What follows belongs to an exercise in optimizing a design on an open flow for small area; a production flow would make more cautious choices.
Function was checked by simulation only, so behaviour that the tests miss may differ from the original.
The clock port is modelled as an ideal driver, which makes a skipped or thinned clock tree look cheaper than it is; a real chip needs a root buffer or a tree.
Power is estimated from default activity; no workload was simulated.

== pepper ==
==> flow/design.v <==
`timescale 1ns / 1ps
module fmeter(
	CLK100MHz,
	RST,
	FREQIN,
	TXD,
	LED1,
	LED2
);
input	CLK100MHz;
input	RST;
input	FREQIN;
output	TXD;
output	LED1;
output	LED2;
reg		r_LED1;
reg		r_txd;
assign LED1 = r_LED1;
assign LED2 = r_txd;
assign TXD = r_txd;
reg	[10:0]	u;
wire		tick = ((u & 11'b11111110101) == 11'b11110000001);
wire		uclr = RST | tick;
always @(posedge CLK100MHz) begin
	u[10:1] <= ~({10{uclr}} | u[9:0]);
	u[0] <= ~uclr & (u[1] ^ u[10]);
end
reg	[19:0]	g;
wire		gate = ((g & 20'b11111111110111111111) == 20'b10000010110010100110);
wire		gclr = RST | gate;
always @(posedge CLK100MHz) begin
	g[19:1] <= ~({19{gclr}} | g[18:0]);
	g[0] <= ~gclr & (g[16] ^ g[19]);
end
reg	[1:0]	r_fin;
wire		edg = r_fin[1] & ~r_fin[0];
always @(posedge CLK100MHz) begin
	r_fin <= RST ? 2'b00 : {FREQIN, r_fin[1]};
end
reg	[3:0]	d0, d1, d2, d3, d4;
wire		d5clr;
reg	[2:0]	d5;
function [3:0] bcd_inc;
	input [3:0] q;
	input c;
	begin
		bcd_inc[0] = q[0] ^ c;
		bcd_inc[1] = q[1] ^ (c & q[0] & ~q[3]);
		bcd_inc[2] = q[2] ^ (c & q[0] & q[1]);
		bcd_inc[3] = q[3] ^ (c & q[0] & (q[3] | (q[1] & q[2])));
	end
endfunction
wire	c1 = edg & d0[0] & d0[3];
wire	c2 = c1 & d1[0] & d1[3];
wire	c3 = c2 & d2[0] & d2[3];
wire	c4 = c3 & d3[0] & d3[3];
wire	c5 = c4 & d4[0] & d4[3];
wire	cclr = RST | gate;
always @(posedge CLK100MHz) begin
	d0 <= RST ? 4'd0 : bcd_inc(gate ? 4'd0 : d0, edg);
	d1 <= cclr ? 4'd0 : bcd_inc(d1, c1);
	d2 <= cclr ? 4'd0 : bcd_inc(d2, c2);
	d3 <= cclr ? 4'd0 : bcd_inc(d3, c3);
	d4 <= cclr ? 4'd0 : bcd_inc(d4, c4);
	d5 <= (RST | d5clr) ? 3'd0 : (d5 + {2'b00, c5});
end
reg	[4:0]	jb;
reg	[3:0]	cc;
reg	[3:0]	s0, s1, s2, s3, s4;	 
wire		idle = cc[3] & ~cc[2];
wire		stopb = jb[4] & ~jb[3];
assign		d5clr = tick & stopb & (cc == 4'd0);
function dbit;
	input [3:0] d;
	input [2:0] t;
	begin
		dbit = t[2] ? d[3] : t[1] ? d[2] : t[0] ? d[1] : d[0];
	end
endfunction
reg		dv;
always @(*) begin
	case (cc[2:0])
	3'd0: dv = dbit({1'b0, d5}, jb[3:1]);
	3'd1: dv = dbit(s4, jb[3:1]);
	3'd2: dv = dbit(s3, jb[3:1]);
	3'd3: dv = dbit(s2, jb[3:1]);
	3'd4: dv = dbit(s1, jb[3:1]);
	3'd5: dv = dbit(s0, jb[3:1]);
	3'd6: dv = dbit(4'hD, jb[3:1]);
	default: dv = dbit(4'hA, jb[3:1]);
	endcase
end
reg		bitv;
always @(*) begin
	if (idle)
		bitv = 1'b1;
	else if (~jb[4])
		bitv = jb[0] & ~cc[3] & dv;		 
	else if (jb[1])
		bitv = ~(~cc[3] & cc[2] & cc[1]);	 
	else
		bitv = ~jb[3];				 
end
always @(posedge CLK100MHz) begin
	if (RST) begin
		cc <= 4'd8;
		r_txd <= 1'b1;
		r_LED1 <= 1'b0;
	end else begin
		if (tick) begin
			r_txd <= bitv;
			if (stopb & ~idle)
				cc <= cc + 4'd1;
		end
		if (gate) begin
			cc <= 4'd14;
			r_LED1 <= ~r_LED1;
		end
	end
	if (gate)
		jb <= 5'd0;
	else if (tick)
		jb <= {jb[3:0], ~jb[4]};
	if (gate) begin
		s0 <= d0;
		s1 <= d1;
		s2 <= d2;
		s3 <= d3;
		s4 <= d4;
	end
end
endmodule
clock: 10.0 ns
lec_check: 0
cap_margin: 20
core_margin: 2
core_utilization: 75
cts_buf_list: sky130_fd_sc_hd__clkbuf_16
cts_cluster_diameter: 100
cts_cluster_size: 30
place_density: 0.85
slew_margin: 20
run.sh (not shown) runs the stock make flow with config.mk's settings and CLKGATE_MAP_FILE= SYNTH_SCRIPT=/design/flow/synth_recipe.tcl, a recipe that flattens the netlist after the stock synthesis.
Edits applied to the flow inputs when going from pepper to willow:
Settings: CTS_BUF_LIST changed from sky130_fd_sc_hd__clkbuf_16 to sky130_fd_sc_hd__clkbuf_8; PLACE_DENSITY changed from 0.85 to 0.9; CTS_CLUSTER_DIAMETER removed (was 100); CTS_CLUSTER_SIZE removed (was 30); CORE_UTILIZATION changed from 75 to 85.
==> flow/flow/run.sh (new file) <==
#!/bin/bash
# Standard layout, with clock tree synthesis told not to add dummy loads.
set -euo pipefail
export CTS_ARGS="-sink_clustering_enable -repair_clock_nets -dont_use_dummy_load -buf_list sky130_fd_sc_hd__clkbuf_8"
bash standard.sh finish > standard_flow.log 2>&1
==> flow/standard.sh (new file) <==
#!/bin/bash
# synth_recipe.tcl (not shown) runs the flow's synth.tcl, then flattens the netlist and writes it again
# the make line also repeats each setting of config.mk as NAME=value (left out here)
make -C /OpenROAD-flow-scripts/flow DESIGN_CONFIG=/design/flow/config.mk WORK_HOME=/design/flow/orfs CLKGATE_MAP_FILE= SYNTH_SCRIPT=/design/flow/synth_recipe.tcl "${@:-finish}"
removed: flow/run.sh
[willow] first-pass detailed-route iteration total rose 1 relative to pepper. Min final cell count without fillers across pepper and willow: willow. willow vs pepper, final critical path time including I/O delays and setup went up by 0.32 ns. Going from pepper to willow, adder and majority cell fraction of the synthesized area stayed essentially flat, post-route cell area fell by 4.5%. Total power of the final layout was higher in the run labelled pepper.
### willow -> violet
Settings: setting CTS_CLUSTER_DIAMETER to 100 for the first time; changing CTS_BUF_LIST from sky130_fd_sc_hd__clkbuf_8 to sky130_fd_sc_hd__clkbuf_16; setting CTS_CLUSTER_SIZE to 30 for the first time.
==> flow/run.sh (new file) <==
#!/bin/bash
# synth_recipe.tcl (not shown) runs the flow's synth.tcl, then flattens the netlist and writes it again
# the make line also repeats each setting of config.mk as NAME=value (left out here)
make -C /OpenROAD-flow-scripts/flow DESIGN_CONFIG=/design/flow/config.mk WORK_HOME=/design/flow/orfs CLKGATE_MAP_FILE= SYNTH_SCRIPT=/design/flow/synth_recipe.tcl finish
removed: flow/flow/run.sh
removed: flow/standard.sh
willow has completed all stages; timing, DRC and antenna checks passed.
violet did not finish; the tool stopped in clock tree synthesis (4_1_cts) with error DPL-0033.
Reported for violet and willow, post-synthesis share of cell area spent on full adders, half adders and majority gates turned out identical to the last digit.
Looking at violet and willow, the die width is a wash.
Reported for violet and willow, number of library cell types mapped by synthesis turned out identical to the last digit.
The register bit count reported by yosys was comparable across violet and willow.
#### Input delta (quartz over violet)
Settings: changing CTS_CLUSTER_SIZE from 30 to 20; changing CTS_CLUSTER_DIAMETER from 100 to 60; changing CTS_BUF_LIST from sky130_fd_sc_hd__clkbuf_16 to sky130_fd_sc_hd__clkbuf_8.
[summary]
quartz was carried through to the last stage, and its layout satisfied the timing, DRC and antenna checks. Changes observed in quartz relative to violet: post-CTS setup buffer count held, row count held, chip width held, routability congestion estimate from global placement held, simple-gate share of the synthesized area held. Comparing quartz against violet, there is no change at all in placed cell count. Vertical die dimension came out exactly the same in quartz and violet. Reported for quartz and violet, number of gates resized after cts turned out identical to the last digit. The gate count after technology mapping of violet and that of quartz are within noise of each other.

* * *

Starts from the design.v that is shown in full above.
clock: 10.0 ns
lec_check: 0
cap_margin: 20
core_margin: 2
core_utilization: 85
cts_buf_list: sky130_fd_sc_hd__clkbuf_8
place_density: 0.9
slew_margin: 20
Stock flow here: none of the scripts above is used.
Change:
==> flow/flow/run.sh (new file) <==
#!/bin/bash
# Standard layout, with clock tree synthesis told not to add dummy loads.
set -euo pipefail
export CTS_ARGS="-sink_clustering_enable -repair_clock_nets -dont_use_dummy_load -buf_list sky130_fd_sc_hd__clkbuf_8 -sink_clustering_size 30 -sink_clustering_max_diameter 80"
bash standard.sh finish > standard_flow.log 2>&1
==> flow/standard.sh (new file) <==
#!/bin/bash
# synth_recipe.tcl (not shown) runs the flow's synth.tcl, then flattens the netlist and writes it again
# the make line also repeats each setting of config.mk as NAME=value (left out here)
make -C /OpenROAD-flow-scripts/flow DESIGN_CONFIG=/design/flow/config.mk WORK_HOME=/design/flow/orfs CLKGATE_MAP_FILE= SYNTH_SCRIPT=/design/flow/synth_recipe.tcl "${@:-finish}"
removed: flow/run.sh
Combinational power fell by about 3%. First-iteration DRC count goes down by about 13%. Synthesized area stays the same.

* * *

Another version of the RTL of fmeter (not shown whole).
For scale: about 86 flip-flops, ~6 I/O pins.
Settings: LEC_CHECK=0, CAP_MARGIN=20, CORE_MARGIN=2, CORE_UTILIZATION=85, CTS_BUF_LIST=sky130_fd_sc_hd__clkbuf_8, PLACE_DENSITY=0.9, SLEW_MARGIN=20; clock period 10.0 ns.
standard.sh (not shown) runs the stock make flow with config.mk's settings and CLKGATE_MAP_FILE= SYNTH_SCRIPT=/design/flow/synth_recipe.tcl, a recipe that flattens the netlist after the stock synthesis.
==> flow/flow/run.sh <==
#!/bin/bash
# Standard layout, except that after clock tree synthesis the tree is replaced
# (flow/mytree.tcl, run as ORFS's POST_CTS_TCL hook) by three clock buffers fed
# from the clock port, each driving a cluster of nearby flip-flops.
set -euo pipefail
export CTS_ARGS="-sink_clustering_enable -repair_clock_nets -dont_use_dummy_load -buf_list sky130_fd_sc_hd__clkbuf_8"
export POST_CTS_TCL="$PWD/flow/mytree.tcl"
export MYTREE_NLEAF=3
export MYTREE_BUF=sky130_fd_sc_hd__clkbuf_16
export BUFFER_PORTS_ARGS="-buffer_cell sky130_fd_sc_hd__buf_1"
bash standard.sh finish > standard_flow.log 2>&1
Other scripts of this flow, unchanged in this note and not shown: flow/flow/mytree.tcl
The first run passed the timing, DRC and antenna checks.
Rerun with:
--- a/flow/flow/run.sh
+++ b/flow/flow/run.sh
@@ -9,3 +9,2 @@
 export MYTREE_BUF=sky130_fd_sc_hd__clkbuf_16
-export BUFFER_PORTS_ARGS="-buffer_cell sky130_fd_sc_hd__buf_1"
 bash standard.sh finish > standard_flow.log 2>&1
Clock power hardly moves; routed wire length rises by 2.0%; die area does not change; via count goes up by 3.3%; total power drops by 0.71%; critical path depth is unchanged; synthesized area stays the same.
In every run of this note, the design's own scripts or RTL, not TritonCTS, make the clock network.

[separate check: timing with driven ports]
No port has a modelled driver above. Below, the same layouts with a new extraction and two added sets of constraints. Step 1 (the two cells are an assumption about what drives the block):
set clk [get_ports {CLK100MHz}]
set_driving_cell -lib_cell sky130_fd_sc_hd__clkbuf_16 $clk
set_driving_cell -lib_cell sky130_fd_sc_hd__buf_2 [delete_from_list [all_inputs] $clk]
Step 2 times the ports against the registers' clock, not the clock port: input delays grow and output delays shrink by t, the midpoint of the rising clock arrivals with the driver on. Three values: ideal ports, drivers, drivers and shift; two values: the first two.
run | shift t [ns] | setup slack, ns | pins driven straight from the clock port
pepper | 0.360 | 6.465 / 6.474 / 6.114 | 1
willow | 0.371 | 6.143 / 6.146 / 5.775 | 1
quartz | 0.386 | 6.255 / 6.259 / 5.873 | 1
the first run of note 2 | 0.386 | 6.255 / 6.259 / 5.873 | 1
the second run of note 2 | 0.371 | 6.143 / 6.146 / 5.775 | 1
the first run of note 3 | 0.217 | 5.346 / 5.346 / 5.346 | 3
the second run of note 3 | 0.215 | 5.669 / 5.669 / 5.669 | 3
After both steps every run listed still meets setup and hold.
